Context: an optimization exercise on an open-source flow, tuned for small area and a short achievable clock period. The choices shown serve that exercise and are no tape-out recipe.
Function was checked by simulation only, so behaviour that the tests miss may differ from the original.

[flow/flow/run.sh]
#!/bin/bash
set -uo pipefail
ARGS="BUFFER_PORTS_ARGS=-buffer_cell sky130_fd_sc_hd__buf_2"
CTS="CTS_ARGS=-sink_clustering_enable -repair_clock_nets -dont_use_dummy_load -sink_clustering_size 18 -sink_clustering_max_diameter 90 -buf_list sky130_fd_sc_hd__clkbuf_8"
R=orfs/results/${FLOW_PLATFORM:-sky130hd}/demapper/base
bash standard.sh "$ARGS" synth > standard_synth.log 2>&1 || exit 1
cp $R/1_2_yosys.v netlist_standard.v
if python3 flow/fapol.py netlist_standard.v netlist_fapol.v > fapol.log 2>&1; then
  KEPLER=$(command -v kepler-formal || echo $FLOW_HOME/../tools/install/kepler-formal/bin/kepler-formal)
  LIB=$FLOW_HOME/platforms/sky130hd/lib/sky130_fd_sc_hd__tt_025C_1v80.lib
  mkdir -p kepler_run
  cat > kepler.yml <<EOT
format: verilog
input_paths:
  - $PWD/netlist_standard.v
  - $PWD/netlist_fapol.v
liberty_files:
  - $LIB
log_file: $PWD/kepler_detail.log
report_json: $PWD/kepler_report.json
verilog_design1_top: $FLOW_TOP
verilog_design2_top: $FLOW_TOP
EOT
  if (cd kepler_run && timeout 600 $KEPLER --config ../kepler.yml) > kepler.log 2>&1 \
     && grep -q "No difference was found." kepler.log \
     && grep -q "Verdict: EQUIVALENT" kepler.log; then
    echo "fapol netlist proven equivalent by kepler-formal; using it" >> fapol.log
    cp netlist_fapol.v $R/1_2_yosys.v
    touch $R/1_2_yosys.v
  else
    echo "fapol netlist not proven; keeping the standard netlist" >> fapol.log
  fi
fi
bash standard.sh "$ARGS" "$CTS" finish > standard_finish.log 2>&1 || exit 1
[flow/flow/fapol.py]
#!/usr/bin/env python3
"""Remove inverters around full adders in a gate-level netlist.

A full adder is self-dual: FA(~a, ~b, ~c) = (~cout, ~sum). Yosys's extract_fa often
builds adders whose inputs or outputs pass through inverters. This pass flips the
polarity of an adder whenever that removes more inverters than it adds, then removes
double inversions and inverters that drive nothing. Only combinational cells change;
flip-flops and ports are untouched.

usage: fapol.py IN.v OUT.v
"""
import re, sys, collections

INV = 'sky130_fd_sc_hd__inv_1'
FMAX = 3   # never leave a full adder output or other driver with more loads than this
FA_IN = ('A', 'B', 'CIN')
FA_OUT = ('COUT', 'SUM')
OUTPINS = {'X', 'Y', 'Q', 'Q_N', 'COUT', 'SUM', 'HI', 'LO'}

src = open(sys.argv[1]).read()
m = re.search(r'^module\s+(\w+)\s*\((.*?)\);', src, re.S | re.M)
head_end = None
# split the module into the declaration part and the instance part
inst_re = re.compile(r'^\s*(sky130_fd_sc_hd__\w+)\s+(\S+)\s*\((.*?)\);\s*$', re.S | re.M)
insts = []
first = None
for mm in inst_re.finditer(src):
    if first is None: first = mm.start()
    pins = {}
    for p, n in re.findall(r'\.(\w+)\(([^()]*)\)', mm.group(3)):
        pins[p] = n.strip()
    insts.append([mm.group(1), mm.group(2), pins])
last = list(inst_re.finditer(src))[-1].end()
pre = src[:first]
post = src[last:]
if re.search(r'^\s*assign\s', src[first:last], re.M):
    sys.exit('assign statements among the cells: not handled')

ports = set()
for d in re.findall(r'^\s*(?:input|output)\s+(?:\[[^\]]*\]\s*)?(.*?);', pre, re.M):
    for n in d.split(','):
        ports.add(n.strip())
def is_port(net):
    base = net.split('[')[0].strip()
    return base in ports or net in ports

alive = [True] * len(insts)
alias = {}   # net that disappeared -> (net, inverted)
def build():
    drv = {}; loads = collections.defaultdict(list)
    for k, (t, nm, pins) in enumerate(insts):
        if not alive[k]: continue
        for p, n in pins.items():
            if p in OUTPINS: drv[n] = (k, p)
            else: loads[n].append((k, p))
    return drv, loads

newid = [0]
def newnet():
    newid[0] += 1
    return '_fapol_n%d_' % newid[0]
def newinv(a):
    newid[0] += 1
    y = '_fapol_n%d_' % newid[0]
    insts.append([INV, '_fapol_i%d_' % newid[0], {'A': a, 'Y': y}])
    alive.append(True)
    return y

def is_inv(k):
    return insts[k][0].startswith('sky130_fd_sc_hd__inv_') or insts[k][0].startswith('sky130_fd_sc_hd__clkinv_')

def flip_cost(k, drv, loads):
    t, nm, pins = insts[k]
    cost = 0
    seen = set()
    for p in FA_IN:
        n = pins[p]
        if n in seen: continue
        seen.add(n)
        d = drv.get(n)
        if d and is_inv(d[0]):
            # the inverter goes away if this adder is its only user
            if all(l[0] == k for l in loads[n]) and not is_port(n): cost -= 1
        else:
            if not any(is_inv(l[0]) for l in loads[n]): cost += 1
    for p in FA_OUT:
        o = pins[p]
        ls = loads.get(o, [])
        invl = [l for l in ls if is_inv(l[0])]
        other = [l for l in ls if not is_inv(l[0])]
        cost -= len(invl)
        if other or is_port(o): cost += 1
        fo = sum(len(loads.get(insts[j][2]['Y'], [])) for (j, q) in invl) + (1 if (other or is_port(o)) else 0)
        if fo > FMAX: return 99
    for p in FA_IN:
        n = pins[p]
        d = drv.get(n)
        if d and is_inv(d[0]):
            a = insts[d[0]][2]['A']
            if len(loads.get(a, [])) + 1 > FMAX and not all(l[0] == k for l in loads[n]): return 99
    return cost

def do_flip(k, drv, loads):
    t, nm, pins = insts[k]
    for p in FA_IN:
        n = pins[p]
        d = drv.get(n)
        if d and is_inv(d[0]):
            pins[p] = insts[d[0]][2]['A']
        else:
            il = [l for l in loads[n] if is_inv(l[0])]
            if il: pins[p] = insts[il[0][0]][2]['Y']
            else: pins[p] = newinv(n)
    for p in FA_OUT:
        o = pins[p]
        ls = loads.get(o, [])
        no = newnet()
        pins[p] = no
        alias[o] = (no, True)
        for (j, q) in ls:
            if is_inv(j):
                # loads of that inverter now take the new output directly
                y = insts[j][2]['Y']
                alive[j] = False
                insts[j][2]['Y'] = y
                rename(y, no)
                alias[y] = (no, False)
        others = [l for l in ls if not is_inv(l[0])]
        if others or is_port(o):
            # keep net o with its true value: o = ~no
            insts.append([INV, '_fapol_i%d_' % (newid[0] + 1), {'A': no, 'Y': o}])
            newid[0] += 1
            alive.append(True)

def rename(old, new):
    # every load of net old is moved to net new; old is not a port here
    if is_port(old):
        # keep the port net: drive it with a buffer-free inverter pair is wasteful;
        # instead rename the new net to the port (nets are names only)
        raise RuntimeError('port net rename')
    for k, (t, nm, pins) in enumerate(insts):
        if not alive[k]: continue
        for p, n in pins.items():
            if n == old and p not in OUTPINS: pins[p] = new

def cleanup():
    changed = True
    while changed:
        changed = False
        drv, loads = build()
        for k, (t, nm, pins) in enumerate(insts):
            if not alive[k] or not is_inv(k): continue
            y = pins['Y']
            if not loads.get(y) and not is_port(y):
                alias[y] = (pins['A'], True)
                alive[k] = False; changed = True; continue
            d = drv.get(pins['A'])
            if d and is_inv(d[0]) and not is_port(y):
                # double inversion: loads of y take the first inverter's input
                a0 = insts[d[0]][2]['A']
                for (j, q) in loads[y]: insts[j][2][q] = a0
                alias[y] = (a0, False)
                alive[k] = False; changed = True
        if changed: continue

XOR = {'sky130_fd_sc_hd__xor2_1': ('sky130_fd_sc_hd__xnor2_1', 'X', 'Y'),
       'sky130_fd_sc_hd__xnor2_1': ('sky130_fd_sc_hd__xor2_1', 'Y', 'X')}
def swap_xor(j):
    t, nm, pins = insts[j]
    nt, op, np_ = XOR[t]
    pins[np_] = pins.pop(op)
    insts[j][0] = nt

def absorb():
    # fold inverters into xor2/xnor2 gates: xnor(a,b) = ~xor(a,b) = xor(~a,b)
    n = 0
    drv, loads = build()
    for k in range(len(insts)):
        if not alive[k] or not is_inv(k): continue
        a = insts[k][2]['A']; y = insts[k][2]['Y']
        if is_port(y) or is_port(a): continue
        d = drv.get(a)
        if d and insts[d[0]][0] in XOR and len(loads[a]) == 1:
            j = d[0]
            swap_xor(j)
            outp = 'X' if insts[j][0].endswith('xor2_1') else 'Y'
            insts[j][2][outp] = y
            alias[a] = (y, True)
            alive[k] = False
            n += 1
            drv, loads = build()
            continue
        ls = loads.get(y, [])
        if ls and all(insts[j][0] in XOR for (j, q) in ls) and len(set(j for j, q in ls)) == len(ls) \
           and len(loads.get(a, [])) - 1 + len(ls) <= FMAX:
            for (j, q) in ls:
                insts[j][2][q] = a
                swap_xor(j)
            alias[y] = (a, True)
            alive[k] = False
            n += 1
            drv, loads = build()
    return n

before = sum(1 for k in range(len(insts)) if alive[k] and is_inv(k))
for rnd in range(6):
    nflip = 0
    drv, loads = build()
    fas = [k for k in range(len(insts)) if alive[k] and insts[k][0].startswith('sky130_fd_sc_hd__fa_')]
    for k in fas:
        c = flip_cost(k, drv, loads)
        if c < 0:
            try:
                do_flip(k, drv, loads)
            except RuntimeError:
                continue
            nflip += 1
            cleanup()
            drv, loads = build()
    na = absorb()
    cleanup()
    if nflip == 0 and na == 0: break
cleanup()
after = sum(1 for k in range(len(insts)) if alive[k] and is_inv(k))
sys.stderr.write('fapol: inverters %d -> %d\n' % (before, after))

# declare new nets
newnets = set()
for k, (t, nm, pins) in enumerate(insts):
    if not alive[k]: continue
    for n in pins.values():
        if n.startswith('_fapol_n'): newnets.add(n)
decl = ''.join('  wire %s;\n' % n for n in sorted(newnets))
body = []
for k, (t, nm, pins) in enumerate(insts):
    if not alive[k]: continue
    body.append('  %s %s (\n%s\n  );\n' % (t, nm, ',\n'.join('    .%s(%s)' % (p, n + ' ' if n.startswith('\\') else n) for p, n in pins.items())))
open(sys.argv[2], 'w').write(pre + decl + ''.join(body) + post)
if len(sys.argv) > 3:
    # the same netlist plus observer cells that rebuild every net that disappeared, so
    # that an equivalence check can pair every original net by name
    present = set()
    for k, (t, nm, pins) in enumerate(insts):
        if alive[k]: present.update(pins.values())
    obs = []; odecl = set()
    for n in alias:
        if n in present: continue
        tgt, inv = alias[n]; seen = 0
        while tgt not in present and tgt in alias and seen < 1000:
            t2, i2 = alias[tgt]; tgt = t2; inv ^= i2; seen += 1
        if tgt not in present: continue
        w = n + ' ' if n.startswith('\\') else n
        tg = tgt + ' ' if tgt.startswith('\\') else tgt
        if inv: obs.append('  sky130_fd_sc_hd__inv_1 _fapol_o%d_ (\n    .A(%s),\n    .Y(%s)\n  );\n' % (len(obs), tg, w))
        else: obs.append('  sky130_fd_sc_hd__buf_1 _fapol_o%d_ (\n    .A(%s),\n    .X(%s)\n  );\n' % (len(obs), tg, w))
        if not n.startswith('\\') and '[' not in n: odecl.add(n)
    odecl_s = ''.join('  wire %s;\n' % n for n in sorted(odecl) if ('wire %s;' % n) not in pre and ('wire %s ' % n) not in pre)
    open(sys.argv[3], 'w').write(pre + decl + odecl_s + ''.join(body) + ''.join(obs) + post)
    sys.stderr.write('fapol: %d observers\n' % len(obs))
[flow/standard.sh]
#!/bin/bash
# synth_recipe.tcl (not shown) runs the flow's synth.tcl, then flattens the netlist and writes it again
# the make line also repeats each setting of config.mk as NAME=value (left out here)
make -C /OpenROAD-flow-scripts/flow DESIGN_CONFIG=/design/flow/config.mk WORK_HOME=/design/flow/orfs CLKGATE_MAP_FILE= SYNTH_SCRIPT=/design/flow/synth_recipe.tcl "${@:-finish}"
[flow/config.mk]
export PLATFORM = sky130hd
export DESIGN_NAME = demapper
export DESIGN_NICKNAME = demapper
export VERILOG_FILES = /design/flow/design.v
export SDC_FILE = /design/flow/constraint.sdc
export NUM_CORES = 4
export LEC_CHECK = 0
export CAP_MARGIN = 20
export CORE_MARGIN = 2
export CORE_UTILIZATION = 40
export CTS_BUF_LIST = sky130_fd_sc_hd__clkbuf_8
export CTS_CLUSTER_DIAMETER = 90
export CTS_CLUSTER_SIZE = 18
export SLEW_MARGIN = 20
[flow/constraint.sdc]
create_clock -name core_clock -period 85.0 [get_ports {clk}]
set_input_delay 17.0000 -clock core_clock [delete_from_list [all_inputs] [get_ports {clk}]]
set_output_delay 17.0000 -clock core_clock [all_outputs]
set_load 0.01 [all_outputs]
[flow/design.v]
`timescale 1ns / 1ps
module cadd #(parameter W = 24) (
  input [W-1:0] a,
  input [W-1:0] b,
  input m,
  input ci,
  output [W-1:0] s,
  output co
);
  wire [W:0] c;
  wire [W-1:0] bb = b ^ {W{m}};
  assign c[0] = ci;
  genvar k;
  generate for (k = 0; k < W; k = k + 1) begin : g
    assign s[k] = a[k] ^ bb[k] ^ c[k];
    assign c[k+1] = (a[k] & bb[k]) | (c[k] & (a[k] ^ bb[k]));
  end endgenerate
  assign co = c[W];
endmodule
`timescale 1ns / 1ps
module demapper #(
  parameter MAX_BITS = 5
)(
  input clk,
  input rst,                    
  input enable,                 
  input [15:0] x_real,
  input [15:0] x_imag,
  input [3:0]  coding_rate,
  output reg [MAX_BITS-1:0] bits,
  output reg valid_out
);
  reg [15:0] xr_q, xi_q;
  reg [3:0] cr_q;
  always @(posedge clk) begin
    xr_q <= x_real;
    xi_q <= x_imag;
    cr_q <= coding_rate;
  end
  reg [7:0] vp;
  always @(posedge clk) begin
    if (rst) begin
      vp <= 8'd0;
      valid_out <= 1'b0;
    end else begin
      vp <= {vp[6:0], enable};
      valid_out <= vp[7];
    end
  end
  wire [15:0] ax, ay;
  cadd #(.W(16)) u_ax (.a(16'd0), .b(xr_q), .m(xr_q[15]), .ci(xr_q[15]), .s(ax), .co());
  cadd #(.W(16)) u_ay (.a(16'd0), .b(xi_q), .m(xi_q[15]), .ci(xi_q[15]), .s(ay), .co());
  wire big = (|ax[15:8]) | (|ay[15:8]);
  wire xgt = ax[7:0] > ay[7:0];
  wire [7:0] mx = xgt ? ax[7:0] : ay[7:0];
  wire [7:0] mn = xgt ? ay[7:0] : ax[7:0];
  wire [9:0] mag = mx + (mn >> 2) + (mn >> 3) + (mn >> 4) - (mn >> 6) - (mn >> 7);
  reg [9:0] t1, t2;
  always @(*) begin
    case (cr_q)
      4'd3: begin t1 = 10'd57; t2 = 10'd175; end
      4'd4: begin t1 = 10'd59; t2 = 10'd176; end
      4'd5: begin t1 = 10'd62; t2 = 10'd178; end
      4'd6: begin t1 = 10'd63; t2 = 10'd179; end
      default: begin t1 = 10'd54; t2 = 10'd173; end
    endcase
  end
  wire ri_0 = ~big & (mag < t1);           
  wire rm_0 = ~big & ~ri_0 & (mag < t2);   
  wire qx_0 = xr_q[15];
  wire [23:0] x_0 = {ax, 8'd0};
  wire [23:0] y_0 = {xi_q, 8'd0};
  wire s_0 = y_0[23];
  wire [15:0] y1_0; wire y1_0_co;
  wire m0 = ~(s_0 ^ qx_0);
  cadd #(.W(16)) u_y1_0 (.a(y_0[23:8]), .b(xr_q[15:0]), .m(m0), .ci(m0), .s(y1_0), .co(y1_0_co));
  wire [15:0] x1_0; wire x1_0_co;
  cadd #(.W(16)) u_x1_0 (.a(x_0[23:8]), .b({y_0[23:8]}), .m(s_0), .ci(s_0), .s(x1_0), .co(x1_0_co));
  wire [23:0] y_1 = {y1_0, 8'd0};
  wire [23:0] x_1 = {x1_0, 8'd0};
  wire s_1 = y_1[23];
  wire [16:0] y2_0; wire y2_0_co;
  cadd #(.W(17)) u_y2_0 (.a(y_1[23:7]), .b({x_1[23], x_1[23:8]}), .m(~s_1), .ci(~s_1), .s(y2_0), .co(y2_0_co));
  wire [16:0] x2_0; wire x2_0_co;
  cadd #(.W(17)) u_x2_0 (.a(x_1[23:7]), .b({y_1[23], y_1[23:8]}), .m(s_1), .ci(s_1), .s(x2_0), .co(x2_0_co));
  wire [23:0] y_2 = {y2_0, 7'd0};
  wire [23:0] x_2 = {x2_0, 7'd0};
  wire s_2 = y_2[23];
  wire [13:0] y3_0; wire y3_0_co;
  cadd #(.W(14)) u_y3_0 (.a(y_2[18:5]), .b({x_2[20:7]}), .m(~s_2), .ci(~s_2), .s(y3_0), .co(y3_0_co));
  wire [13:0] x3_0; wire x3_0_co;
  cadd #(.W(14)) u_x3_0 (.a(x_2[18:5]), .b({y_2[20:7]}), .m(s_2), .ci(s_2), .s(x3_0), .co(x3_0_co));
  reg [13:0] yl_c2;
  always @(posedge clk) yl_c2 <= y3_0[13:0];
  reg [13:0] xl_c2;
  always @(posedge clk) xl_c2 <= x3_0[13:0];
  reg [0:0] cy_c2;
  always @(posedge clk) cy_c2 <= y3_0_co;
  reg [0:0] cx_c2;
  always @(posedge clk) cx_c2 <= x3_0_co;
  reg [4:0] yh_c2;
  always @(posedge clk) yh_c2 <= y_2[23:19];
  reg [4:0] xh_c2;
  always @(posedge clk) xh_c2 <= x_2[23:19];
  wire [23:0] xi_c2 = {xh_c2, 19'd0};
  wire [23:0] yi_c2 = {yh_c2, 19'd0};
  reg [0:0] s_c2;
  always @(posedge clk) s_c2 <= s_2;
  reg qx_c2;
  always @(posedge clk) qx_c2 <= qx_0;
  reg ri_c2;
  always @(posedge clk) ri_c2 <= ri_0;
  reg rm_c2;
  always @(posedge clk) rm_c2 <= rm_0;
  reg [2:0] d_c2;
  always @(posedge clk) d_c2 <= {~s_2, ~s_1, ~s_0};
  wire [4:0] y3_1; wire y3_1_co;
  cadd #(.W(5)) u_y3_1 (.a(yi_c2[23:19]), .b({{2{xi_c2[23]}}, xi_c2[23:21]}), .m(~s_c2[0]), .ci(cy_c2[0]), .s(y3_1), .co(y3_1_co));
  wire [4:0] x3_1; wire x3_1_co;
  cadd #(.W(5)) u_x3_1 (.a(xi_c2[23:19]), .b({{2{yi_c2[23]}}, yi_c2[23:21]}), .m(s_c2[0]), .ci(cx_c2[0]), .s(x3_1), .co(x3_1_co));
  wire [23:0] y_3 = {y3_1, yl_c2, 5'd0};
  wire [23:0] x_3 = {x3_1, xl_c2, 5'd0};
  wire s_3 = y_3[23];
  wire [21:0] y4_0; wire y4_0_co;
  cadd #(.W(22)) u_y4_0 (.a(y_3[23:2]), .b({{3{x_3[23]}}, x_3[23:5]}), .m(~s_3), .ci(~s_3), .s(y4_0), .co(y4_0_co));
  wire [21:0] x4_0; wire x4_0_co;
  cadd #(.W(22)) u_x4_0 (.a(x_3[23:2]), .b({{3{y_3[23]}}, y_3[23:5]}), .m(s_3), .ci(s_3), .s(x4_0), .co(x4_0_co));
  wire [23:0] y_4 = {y4_0, 2'd0};
  wire [23:0] x_4 = {x4_0, 2'd0};
  wire s_4 = y_4[23];
  wire [14:0] y5_0; wire y5_0_co;
  cadd #(.W(15)) u_y5_0 (.a(y_4[14:0]), .b({x_4[18:4]}), .m(~s_4), .ci(~s_4), .s(y5_0), .co(y5_0_co));
  wire [14:0] x5_0; wire x5_0_co;
  cadd #(.W(15)) u_x5_0 (.a(x_4[14:0]), .b({y_4[18:4]}), .m(s_4), .ci(s_4), .s(x5_0), .co(x5_0_co));
  reg [14:0] yl_c4;
  always @(posedge clk) yl_c4 <= y5_0[14:0];
  reg [14:0] xl_c4;
  always @(posedge clk) xl_c4 <= x5_0[14:0];
  reg [0:0] cy_c4;
  always @(posedge clk) cy_c4 <= y5_0_co;
  reg [0:0] cx_c4;
  always @(posedge clk) cx_c4 <= x5_0_co;
  reg [8:0] yh_c4;
  always @(posedge clk) yh_c4 <= y_4[23:15];
  reg [8:0] xh_c4;
  always @(posedge clk) xh_c4 <= x_4[23:15];
  wire [23:0] xi_c4 = {xh_c4, 15'd0};
  wire [23:0] yi_c4 = {yh_c4, 15'd0};
  reg [0:0] s_c4;
  always @(posedge clk) s_c4 <= s_4;
  reg qx_c4;
  always @(posedge clk) qx_c4 <= qx_c2;
  reg ri_c4;
  always @(posedge clk) ri_c4 <= ri_c2;
  reg rm_c4;
  always @(posedge clk) rm_c4 <= rm_c2;
  reg [4:0] d_c4;
  always @(posedge clk) d_c4 <= {~s_4, ~s_3, ~s_c2[0], d_c2[1], d_c2[0]};
  wire [8:0] y5_1; wire y5_1_co;
  cadd #(.W(9)) u_y5_1 (.a(yi_c4[23:15]), .b({{4{xi_c4[23]}}, xi_c4[23:19]}), .m(~s_c4[0]), .ci(cy_c4[0]), .s(y5_1), .co(y5_1_co));
  wire [8:0] x5_1; wire x5_1_co;
  cadd #(.W(9)) u_x5_1 (.a(xi_c4[23:15]), .b({{4{yi_c4[23]}}, yi_c4[23:19]}), .m(s_c4[0]), .ci(cx_c4[0]), .s(x5_1), .co(x5_1_co));
  wire [23:0] y_5 = {y5_1, yl_c4};
  wire [23:0] x_5 = {x5_1, xl_c4};
  wire s_5 = y_5[23];
  wire [23:0] y6_0; wire y6_0_co;
  cadd #(.W(24)) u_y6_0 (.a(y_5[23:0]), .b({{5{x_5[23]}}, x_5[23:5]}), .m(~s_5), .ci(~s_5), .s(y6_0), .co(y6_0_co));
  wire [23:0] x6_0; wire x6_0_co;
  cadd #(.W(24)) u_x6_0 (.a(x_5[23:0]), .b({{5{y_5[23]}}, y_5[23:5]}), .m(s_5), .ci(s_5), .s(x6_0), .co(x6_0_co));
  wire [23:0] y_6 = {y6_0};
  wire [23:0] x_6 = {x6_0};
  wire s_6 = y_6[23];
  wire [5:0] y7_0; wire y7_0_co;
  cadd #(.W(6)) u_y7_0 (.a(y_6[5:0]), .b({x_6[11:6]}), .m(~s_6), .ci(~s_6), .s(y7_0), .co(y7_0_co));
  wire [5:0] x7_0; wire x7_0_co;
  cadd #(.W(6)) u_x7_0 (.a(x_6[5:0]), .b({y_6[11:6]}), .m(s_6), .ci(s_6), .s(x7_0), .co(x7_0_co));
  reg [5:0] yl_c6;
  always @(posedge clk) yl_c6 <= y7_0[5:0];
  reg [5:0] xl_c6;
  always @(posedge clk) xl_c6 <= x7_0[5:0];
  reg [0:0] cy_c6;
  always @(posedge clk) cy_c6 <= y7_0_co;
  reg [0:0] cx_c6;
  always @(posedge clk) cx_c6 <= x7_0_co;
  reg [17:0] yh_c6;
  always @(posedge clk) yh_c6 <= y_6[23:6];
  reg [17:0] xh_c6;
  always @(posedge clk) xh_c6 <= x_6[23:6];
  wire [23:0] xi_c6 = {xh_c6, 6'd0};
  wire [23:0] yi_c6 = {yh_c6, 6'd0};
  reg [0:0] s_c6;
  always @(posedge clk) s_c6 <= s_6;
  reg qx_c6;
  always @(posedge clk) qx_c6 <= qx_c4;
  reg ri_c6;
  always @(posedge clk) ri_c6 <= ri_c4;
  reg rm_c6;
  always @(posedge clk) rm_c6 <= rm_c4;
  reg [6:0] d_c6;
  always @(posedge clk) d_c6 <= {~s_6, ~s_5, ~s_c4[0], d_c4[3], d_c4[2], d_c4[1], d_c4[0]};
  wire [17:0] y7_1; wire y7_1_co;
  cadd #(.W(18)) u_y7_1 (.a(yi_c6[23:6]), .b({{6{xi_c6[23]}}, xi_c6[23:12]}), .m(~s_c6[0]), .ci(cy_c6[0]), .s(y7_1), .co(y7_1_co));
  wire [17:0] x7_1; wire x7_1_co;
  cadd #(.W(18)) u_x7_1 (.a(xi_c6[23:6]), .b({{6{yi_c6[23]}}, yi_c6[23:12]}), .m(s_c6[0]), .ci(cx_c6[0]), .s(x7_1), .co(x7_1_co));
  wire [23:0] y_7 = {y7_1, yl_c6};
  wire [23:0] x_7 = {x7_1, xl_c6};
  wire s_7 = y_7[23];
  wire [23:0] y8_0; wire y8_0_co;
  cadd #(.W(24)) u_y8_0 (.a(y_7[23:0]), .b({{7{x_7[23]}}, x_7[23:7]}), .m(~s_7), .ci(~s_7), .s(y8_0), .co(y8_0_co));
  wire [23:0] x8_0; wire x8_0_co;
  cadd #(.W(24)) u_x8_0 (.a(x_7[23:0]), .b({{7{y_7[23]}}, y_7[23:7]}), .m(s_7), .ci(s_7), .s(x8_0), .co(x8_0_co));
  reg [23:0] yl_c7;
  always @(posedge clk) yl_c7 <= y8_0[23:0];
  reg [23:0] xl_c7;
  always @(posedge clk) xl_c7 <= x8_0[23:0];
  reg [0:0] s_c7;
  always @(posedge clk) s_c7 <= s_7;
  reg qx_c7;
  always @(posedge clk) qx_c7 <= qx_c6;
  reg ri_c7;
  always @(posedge clk) ri_c7 <= ri_c6;
  reg rm_c7;
  always @(posedge clk) rm_c7 <= rm_c6;
  reg [7:0] d_c7;
  always @(posedge clk) d_c7 <= {~s_7, ~s_c6[0], d_c6[5], d_c6[4], d_c6[3], d_c6[2], d_c6[1], d_c6[0]};
  wire [23:0] y_8 = {yl_c7};
  wire [23:0] x_8 = {xl_c7};
  wire s_8 = y_8[23];
  wire [23:0] y9_0; wire y9_0_co;
  cadd #(.W(24)) u_y9_0 (.a(y_8[23:0]), .b({{8{x_8[23]}}, x_8[23:8]}), .m(~s_8), .ci(~s_8), .s(y9_0), .co(y9_0_co));
  wire [23:0] x9_0; wire x9_0_co;
  cadd #(.W(24)) u_x9_0 (.a(x_8[23:0]), .b({{8{y_8[23]}}, y_8[23:8]}), .m(s_8), .ci(s_8), .s(x9_0), .co(x9_0_co));
  wire [23:0] y_9 = {y9_0};
  wire [23:0] x_9 = {x9_0};
  wire s_9 = y_9[23];
  wire [14:0] y10_0; wire y10_0_co;
  cadd #(.W(15)) u_y10_0 (.a(y_9[14:0]), .b({x_9[23:9]}), .m(~s_9), .ci(~s_9), .s(y10_0), .co(y10_0_co));
  wire [14:0] x10_0; wire x10_0_co;
  cadd #(.W(15)) u_x10_0 (.a(x_9[14:0]), .b({y_9[23:9]}), .m(s_9), .ci(s_9), .s(x10_0), .co(x10_0_co));
  reg [14:0] yl_c9;
  always @(posedge clk) yl_c9 <= y10_0[14:0];
  reg [14:0] xl_c9;
  always @(posedge clk) xl_c9 <= x10_0[14:0];
  reg [0:0] cy_c9;
  always @(posedge clk) cy_c9 <= y10_0_co;
  reg [0:0] cx_c9;
  always @(posedge clk) cx_c9 <= x10_0_co;
  reg [8:0] yh_c9;
  always @(posedge clk) yh_c9 <= y_9[23:15];
  reg [8:0] xh_c9;
  always @(posedge clk) xh_c9 <= x_9[23:15];
  wire [23:0] xi_c9 = {xh_c9, 15'd0};
  wire [23:0] yi_c9 = {yh_c9, 15'd0};
  reg [0:0] s_c9;
  always @(posedge clk) s_c9 <= s_9;
  reg qx_c9;
  always @(posedge clk) qx_c9 <= qx_c7;
  reg ri_c9;
  always @(posedge clk) ri_c9 <= ri_c7;
  reg rm_c9;
  always @(posedge clk) rm_c9 <= rm_c7;
  reg [9:0] d_c9;
  always @(posedge clk) d_c9 <= {~s_9, ~s_8, ~s_c7[0], d_c7[6], d_c7[5], d_c7[4], d_c7[3], d_c7[2], d_c7[1], d_c7[0]};
  wire [8:0] y10_1; wire y10_1_co;
  cadd #(.W(9)) u_y10_1 (.a(yi_c9[23:15]), .b({{9{xi_c9[23]}}}), .m(~s_c9[0]), .ci(cy_c9[0]), .s(y10_1), .co(y10_1_co));
  wire [8:0] x10_1; wire x10_1_co;
  cadd #(.W(9)) u_x10_1 (.a(xi_c9[23:15]), .b({{9{yi_c9[23]}}}), .m(s_c9[0]), .ci(cx_c9[0]), .s(x10_1), .co(x10_1_co));
  wire [23:0] y_10 = {y10_1, yl_c9};
  wire [23:0] x_10 = {x10_1, xl_c9};
  wire s_10 = y_10[23];
  wire [23:0] y11_0; wire y11_0_co;
  cadd #(.W(24)) u_y11_0 (.a(y_10[23:0]), .b({{10{x_10[23]}}, x_10[23:10]}), .m(~s_10), .ci(~s_10), .s(y11_0), .co(y11_0_co));
  wire [23:0] x11_0; wire x11_0_co;
  cadd #(.W(24)) u_x11_0 (.a(x_10[23:0]), .b({{10{y_10[23]}}, y_10[23:10]}), .m(s_10), .ci(s_10), .s(x11_0), .co(x11_0_co));
  wire [23:0] y_11 = {y11_0};
  wire [23:0] x_11 = {x11_0};
  wire s_11 = y_11[23];
  wire [9:0] y12_0; wire y12_0_co;
  cadd #(.W(10)) u_y12_0 (.a(y_11[9:0]), .b({x_11[20:11]}), .m(~s_11), .ci(~s_11), .s(y12_0), .co(y12_0_co));
  wire [9:0] x12_0; wire x12_0_co;
  cadd #(.W(10)) u_x12_0 (.a(x_11[9:0]), .b({y_11[20:11]}), .m(s_11), .ci(s_11), .s(x12_0), .co(x12_0_co));
  reg [9:0] yl_c11;
  always @(posedge clk) yl_c11 <= y12_0[9:0];
  reg [9:0] xl_c11;
  always @(posedge clk) xl_c11 <= x12_0[9:0];
  reg [0:0] cy_c11;
  always @(posedge clk) cy_c11 <= y12_0_co;
  reg [0:0] cx_c11;
  always @(posedge clk) cx_c11 <= x12_0_co;
  reg [13:0] yh_c11;
  always @(posedge clk) yh_c11 <= y_11[23:10];
  reg [13:0] xh_c11;
  always @(posedge clk) xh_c11 <= x_11[23:10];
  wire [23:0] xi_c11 = {xh_c11, 10'd0};
  wire [23:0] yi_c11 = {yh_c11, 10'd0};
  reg [0:0] s_c11;
  always @(posedge clk) s_c11 <= s_11;
  reg qx_c11;
  always @(posedge clk) qx_c11 <= qx_c9;
  reg ri_c11;
  always @(posedge clk) ri_c11 <= ri_c9;
  reg rm_c11;
  always @(posedge clk) rm_c11 <= rm_c9;
  reg [11:0] d_c11;
  always @(posedge clk) d_c11 <= {~s_11, ~s_10, ~s_c9[0], d_c9[8], d_c9[7], d_c9[6], d_c9[5], d_c9[4], d_c9[3], d_c9[2], d_c9[1], d_c9[0]};
  wire [13:0] y12_1; wire y12_1_co;
  cadd #(.W(14)) u_y12_1 (.a(yi_c11[23:10]), .b({{11{xi_c11[23]}}, xi_c11[23:21]}), .m(~s_c11[0]), .ci(cy_c11[0]), .s(y12_1), .co(y12_1_co));
  wire [13:0] x12_1; wire x12_1_co;
  cadd #(.W(14)) u_x12_1 (.a(xi_c11[23:10]), .b({{11{yi_c11[23]}}, yi_c11[23:21]}), .m(s_c11[0]), .ci(cx_c11[0]), .s(x12_1), .co(x12_1_co));
  wire [23:0] y_12 = {y12_1, yl_c11};
  wire [23:0] x_12 = {x12_1, xl_c11};
  wire s_12 = y_12[23];
  wire [23:0] y13_0; wire y13_0_co;
  cadd #(.W(24)) u_y13_0 (.a(y_12[23:0]), .b({{12{x_12[23]}}, x_12[23:12]}), .m(~s_12), .ci(~s_12), .s(y13_0), .co(y13_0_co));
  wire [23:0] x13_0; wire x13_0_co;
  cadd #(.W(24)) u_x13_0 (.a(x_12[23:0]), .b({{12{y_12[23]}}, y_12[23:12]}), .m(s_12), .ci(s_12), .s(x13_0), .co(x13_0_co));
  wire [23:0] y_13 = {y13_0};
  wire [23:0] x_13 = {x13_0};
  wire s_13 = y_13[23];
  wire [7:0] y14_0; wire y14_0_co;
  cadd #(.W(8)) u_y14_0 (.a(y_13[7:0]), .b({x_13[20:13]}), .m(~s_13), .ci(~s_13), .s(y14_0), .co(y14_0_co));
  wire [7:0] x14_0; wire x14_0_co;
  cadd #(.W(8)) u_x14_0 (.a(x_13[7:0]), .b({y_13[20:13]}), .m(s_13), .ci(s_13), .s(x14_0), .co(x14_0_co));
  reg [7:0] yl_c13;
  always @(posedge clk) yl_c13 <= y14_0[7:0];
  reg [0:0] cy_c13;
  always @(posedge clk) cy_c13 <= y14_0_co;
  reg [0:0] cx_c13;
  always @(posedge clk) cx_c13 <= x14_0_co;
  reg [15:0] yh_c13;
  always @(posedge clk) yh_c13 <= y_13[23:8];
  reg [15:0] xh_c13;
  always @(posedge clk) xh_c13 <= x_13[23:8];
  wire [23:0] xi_c13 = {xh_c13, 8'd0};
  wire [23:0] yi_c13 = {yh_c13, 8'd0};
  reg [0:0] s_c13;
  always @(posedge clk) s_c13 <= s_13;
  reg qx_c13;
  always @(posedge clk) qx_c13 <= qx_c11;
  reg ri_c13;
  always @(posedge clk) ri_c13 <= ri_c11;
  reg rm_c13;
  always @(posedge clk) rm_c13 <= rm_c11;
  reg [13:0] d_c13;
  always @(posedge clk) d_c13 <= {~s_13, ~s_12, ~s_c11[0], d_c11[10], d_c11[9], d_c11[8], d_c11[7], d_c11[6], d_c11[5], d_c11[4], d_c11[3], d_c11[2], d_c11[1], d_c11[0]};
  wire [15:0] y14_1; wire y14_1_co;
  cadd #(.W(16)) u_y14_1 (.a(yi_c13[23:8]), .b({{13{xi_c13[23]}}, xi_c13[23:21]}), .m(~s_c13[0]), .ci(cy_c13[0]), .s(y14_1), .co(y14_1_co));
  wire [15:0] x14_1; wire x14_1_co;
  cadd #(.W(16)) u_x14_1 (.a(xi_c13[23:8]), .b({{13{yi_c13[23]}}, yi_c13[23:21]}), .m(s_c13[0]), .ci(cx_c13[0]), .s(x14_1), .co(x14_1_co));
  wire [23:0] y_14 = {y14_1, yl_c13};
  wire [23:0] x_14 = {x14_1, 8'd0};
  wire s_14 = y_14[23];
  wire [23:0] y15_0; wire y15_0_co;
  cadd #(.W(24)) u_y15_0 (.a(y_14[23:0]), .b({{14{x_14[23]}}, x_14[23:14]}), .m(~s_14), .ci(~s_14), .s(y15_0), .co(y15_0_co));
  wire [23:0] y_15 = {y15_0};
  wire s_15 = y_15[23];
  wire [15:0] dv = {~s_15, ~s_14, ~s_c13[0], d_c13[12], d_c13[11], d_c13[10], d_c13[9], d_c13[8], d_c13[7], d_c13[6], d_c13[5], d_c13[4], d_c13[3], d_c13[2], d_c13[1], d_c13[0]};
  reg [19:0] rom;
  always @(*) begin
    case (dv[5:0])
      6'd0: rom = 20'hE41B9;
      6'd1: rom = 20'hFD3D9;
      6'd2: rom = 20'hF2F1D;
      6'd3: rom = 20'h0C13D;
      6'd4: rom = 20'hEBF27;
      6'd5: rom = 20'h05147;
      6'd6: rom = 20'hFAC8B;
      6'd7: rom = 20'h13EAB;
      6'd8: rom = 20'hE8165;
      6'd9: rom = 20'h01385;
      6'd10: rom = 20'hF6EC9;
      6'd11: rom = 20'h100E9;
      6'd12: rom = 20'hEFED3;
      6'd13: rom = 20'h090F3;
      6'd14: rom = 20'hFEC37;
      6'd15: rom = 20'h17E57;
      6'd16: rom = 20'hE61AF;
      6'd17: rom = 20'hFF3CF;
      6'd18: rom = 20'hF4F13;
      6'd19: rom = 20'h0E133;
      6'd20: rom = 20'hEDF1D;
      6'd21: rom = 20'h0713D;
      6'd22: rom = 20'hFCC81;
      6'd23: rom = 20'h15EA1;
      6'd24: rom = 20'hEA15B;
      6'd25: rom = 20'h0337B;
      6'd26: rom = 20'hF8EBF;
      6'd27: rom = 20'h120DF;
      6'd28: rom = 20'hF1EC9;
      6'd29: rom = 20'h0B0E9;
      6'd30: rom = 20'h00C2D;
      6'd31: rom = 20'h19E4D;
      6'd32: rom = 20'hE51B7;
      6'd33: rom = 20'hFE3D7;
      6'd34: rom = 20'hF3F1B;
      6'd35: rom = 20'h0D13B;
      6'd36: rom = 20'hECF25;
      6'd37: rom = 20'h06145;
      6'd38: rom = 20'hFBC89;
      6'd39: rom = 20'h14EA9;
      6'd40: rom = 20'hE9163;
      6'd41: rom = 20'h02383;
      6'd42: rom = 20'hF7EC7;
      6'd43: rom = 20'h110E7;
      6'd44: rom = 20'hF0ED1;
      6'd45: rom = 20'h0A0F1;
      6'd46: rom = 20'hFFC35;
      6'd47: rom = 20'h18E55;
      6'd48: rom = 20'hE71AD;
      6'd49: rom = 20'h003CD;
      6'd50: rom = 20'hF5F11;
      6'd51: rom = 20'h0F131;
      6'd52: rom = 20'hEEF1B;
      6'd53: rom = 20'h0813B;
      6'd54: rom = 20'hFDC7F;
      6'd55: rom = 20'h16E9F;
      6'd56: rom = 20'hEB159;
      6'd57: rom = 20'h04379;
      6'd58: rom = 20'hF9EBD;
      6'd59: rom = 20'h130DD;
      6'd60: rom = 20'hF2EC7;
      6'd61: rom = 20'h0C0E7;
      6'd62: rom = 20'h01C2B;
      6'd63: rom = 20'h1AE4B;
    endcase
  end
  wire [17:0] ang_h;
  cadd #(.W(18)) u_ang (.a(rom[19:2]), .b({8'd0, dv[6], dv[7], dv[8], dv[9], dv[10], dv[11], dv[12], dv[13], dv[14], dv[15]}),
                        .m(1'b0), .ci(1'b0), .s(ang_h), .co());
  wire [19:0] ang = {ang_h, rom[1:0]};
  localparam [19:0] PI = 20'h3243F;
  wire qn = qx_c13;
  wire [19:0] qk = qn ? PI : (dv[0] ? 20'd0 : PI + PI);
  wire [19:0] angq;
  cadd #(.W(20)) u_q (.a(qk), .b(ang), .m(qn), .ci(qn), .s(angq), .co());
  wire [11:0] a12 = angq[19:8];
  reg [4:0] lab;
  always @(*) begin
    if (ri_c13) begin
      if (a12 < 12'd402) lab = 5'b10001;
      else if (a12 < 12'd804) lab = 5'b10101;
      else if (a12 < 12'd1206) lab = 5'b10111;
      else lab = 5'b10011;
    end else if (rm_c13) begin
      if (a12 < 12'd134) lab = 5'b10000;
      else if (a12 < 12'd268) lab = 5'b00000;
      else if (a12 < 12'd402) lab = 5'b00001;
      else if (a12 < 12'd536) lab = 5'b00101;
      else if (a12 < 12'd670) lab = 5'b00100;
      else if (a12 < 12'd804) lab = 5'b10100;
      else if (a12 < 12'd938) lab = 5'b10110;
      else if (a12 < 12'd1072) lab = 5'b00110;
      else if (a12 < 12'd1206) lab = 5'b00111;
      else if (a12 < 12'd1340) lab = 5'b00011;
      else if (a12 < 12'd1474) lab = 5'b00010;
      else if (a12 < 12'd1608) lab = 5'b10010;
      else lab = 5'b10000;
    end else begin
      if (a12 < 12'd50) lab = 5'b11000;
      else if (a12 < 12'd151) lab = 5'b01000;
      else if (a12 < 12'd251) lab = 5'b11001;
      else if (a12 < 12'd352) lab = 5'b01001;
      else if (a12 < 12'd452) lab = 5'b01101;
      else if (a12 < 12'd553) lab = 5'b11101;
      else if (a12 < 12'd653) lab = 5'b01100;
      else if (a12 < 12'd754) lab = 5'b11100;
      else if (a12 < 12'd854) lab = 5'b11110;
      else if (a12 < 12'd955) lab = 5'b01110;
      else if (a12 < 12'd1055) lab = 5'b11111;
      else if (a12 < 12'd1156) lab = 5'b01111;
      else if (a12 < 12'd1256) lab = 5'b01011;
      else if (a12 < 12'd1357) lab = 5'b11011;
      else if (a12 < 12'd1457) lab = 5'b01010;
      else if (a12 < 12'd1558) lab = 5'b11010;
      else if (a12 < 12'd1658) lab = 5'b11000;
      else lab = 5'b01000;
    end
  end
  always @(posedge clk) bits <= lab;
endmodule
==> metrics.yaml <==
status: "finished clean"
max_clock_freq_ghz: 0.0552
numCtsBuffers: 31
syn_inst: 2335
rsz0062_at_grt: "false"
finClkSkew_ns: 0.0540
grt_overflow: 0
route.detailed.drc: 0
register_area_um2: 9310
netlist_area_um2: 29700
ctsResizeCount: 0
worstPathRequired_ns: 68.00
die_area_um2: 76400
vias: 15200
critPathCaptureType: "output pin"
drv_slew: 0
wl_um: 52300
start_kind: "register"
crit_fanout: 1
fin_crit_ns: 18.12
hold_class: "register to register"
drt_iter0_drc: 681
via_per_inst: 4.58
cpMaxStageDelayCell: "dfxtp_1"
num_antenna_cells: 0
crit_path_cell_trace: "buf_2"
reg2reg_setup_slack_ns: 67.09
cts_sinks: 465
antenna_found_initial: 0
multi_input_area_um2: 19500
dp_cells: 3288
initial_core_util_pct: 40.6
critPathBufInv: 1
cp_slowest_stage_delay_ns: 0.33
fillers: 6738
drv_cap: 0
grt_max_degree: 39
io_pins: 45
core_area_um2: 73200
io_buffers: 44
grt_pass1_wl_um: 90700
cp_top_family: "flip-flops"
setup_viol: 0
clk_latency_ns: 0.66
htree_levels: 1
die_x_um: 276
worst_ep_arrival_time_ns: 1.12
synthToLayoutAreaGrowth_pct: 6.17
ant_nets: 0
track_usage_pct: 14.4
holdBufCountCts: 0
cts_root_buf: "clkbuf_8"
layout-drive-gt1-share_pct: 5.38
hold_violations: 0
syn_area_per_cell_um2: 12.7
layout.cells.non_filler: 3319
slew_headroom_pct: 37.4
syn_nets: 3085
clk_pin_slew_worst_paths_ns: 0.10
timing.final.crit_share_pct: 21.3
rows: 99
fin_util_pct: 43.1
place_hpwl_um: 45100
post_drt_wl_per_cell_um: 15.8
worstMarginPinSlew_ns: 0.932
fin_setup_tns_ns: 0
cts_tree: "done"
fin_ws_ns: 66.88
drt_pass1_iterations: 5
yosysWarnings: 1
chipHeight_um: 276
worstSetupPathType: "register to output pin"
first_global_vias: 17500
nets: 3112
gp_congestion: 0.844
post_cts.repair.setup_buffers: 0
clockBufferDepth: 3
place_ws_ns: 66.99
-- layer usage --
metal,global-route usage (%),up-vias,routed length (um)
met4,2.45,0,941
met1,19.3,7567,23600
met3,1.33,56,1070
met5,0,-,0
met2,25.8,183,26700
li1,-,7380,-
-- sequential cells by signal, summed over array words and instances, names as in the netlist, 16 cells and up --
register  count
xi_q         16
xh_c13       16
xl_c7        24
xr_q         16
yl_c7        24
yh_c6        17
xh_c6        18
rom          16
-- final timing paths --
kind              depth (start not counted)                 to          startpoint
setup / recovery                          1            bits[4]  bits[4]$_SDFF_PP1_
hold / removal                            0    d_c9[1]$_DFF_P_     d_c7[1]$_DFF_P_
setup reg to reg                         47  yl_c4[14]$_DFF_P_        s_c2$_DFF_P_
hold reg to reg                           0    d_c9[1]$_DFF_P_     d_c7[1]$_DFF_P_
-- per-stage QoR --
stage / hold WS (ns) / cell area (um2)
global placement: 0.310 / 31100
CTS: 0.302 / 31500
floorplan: 0.310 / 29700
global route: 0.313 / 31500
detailed placement: 0.312 / 31100
finish: 0.302 / 31500
-- layout by cell type, fill, tap and decap left out, drive strengths merged, types with 4 or more instances in the layout --
cell type,n
fa,492
dfxtp,465
xnor2,279
xor2,234
ha,219
inv,188
buf,66
nor2,53
a21oi,49
o21ai,48
nand2,47
clkbuf,31
a21o,17
nor2b,16
nand2b,14
nor3,13
nand3,11
mux2i,10
mux2,8
o21a,8
a31oi,8
a211oi,7
o211ai,7
nand4,6
nor4,5
o2111ai,4
o22ai,4
and3,4
a21boi,4
o31ai,4
-- area by class of cell --
type	count	area share (%)
clock buffer	31	1.35
inverter	188	2.24
multi-input combinational	1610	61.9
sequential	465	29.5
tap	959	3.81
timing repair buffer	66	1.22

separate check: timing with driven ports:
The flow's constraints put no driver on any port. The routed layout listed below was extracted and timed again, unchanged, in two steps.
Step 1 (the two cells are an assumption about what drives the block):
set clk [get_ports {clk}]
set_driving_cell -lib_cell sky130_fd_sc_hd__clkbuf_16 $clk
set_driving_cell -lib_cell sky130_fd_sc_hd__buf_2 [delete_from_list [all_inputs] $clk]
Step 2, shift: input delay + t, output delay - t, t = (earliest + latest rising clock arrival at the registers) / 2. This alone moves slack from input paths to output paths.
Three values: ideal ports, drivers, drivers and shift; two values: the first two.
shift t [ns]: 0.697
setup slack, ns: 66.883 / 66.827 / 67.092
slew at the worst register clock pin (ns): 0.12 / 0.12
After both steps setup and hold are still met in this run. The setup slack of this run moves by -0.056 ns with the drivers and by +0.209 ns with both steps.
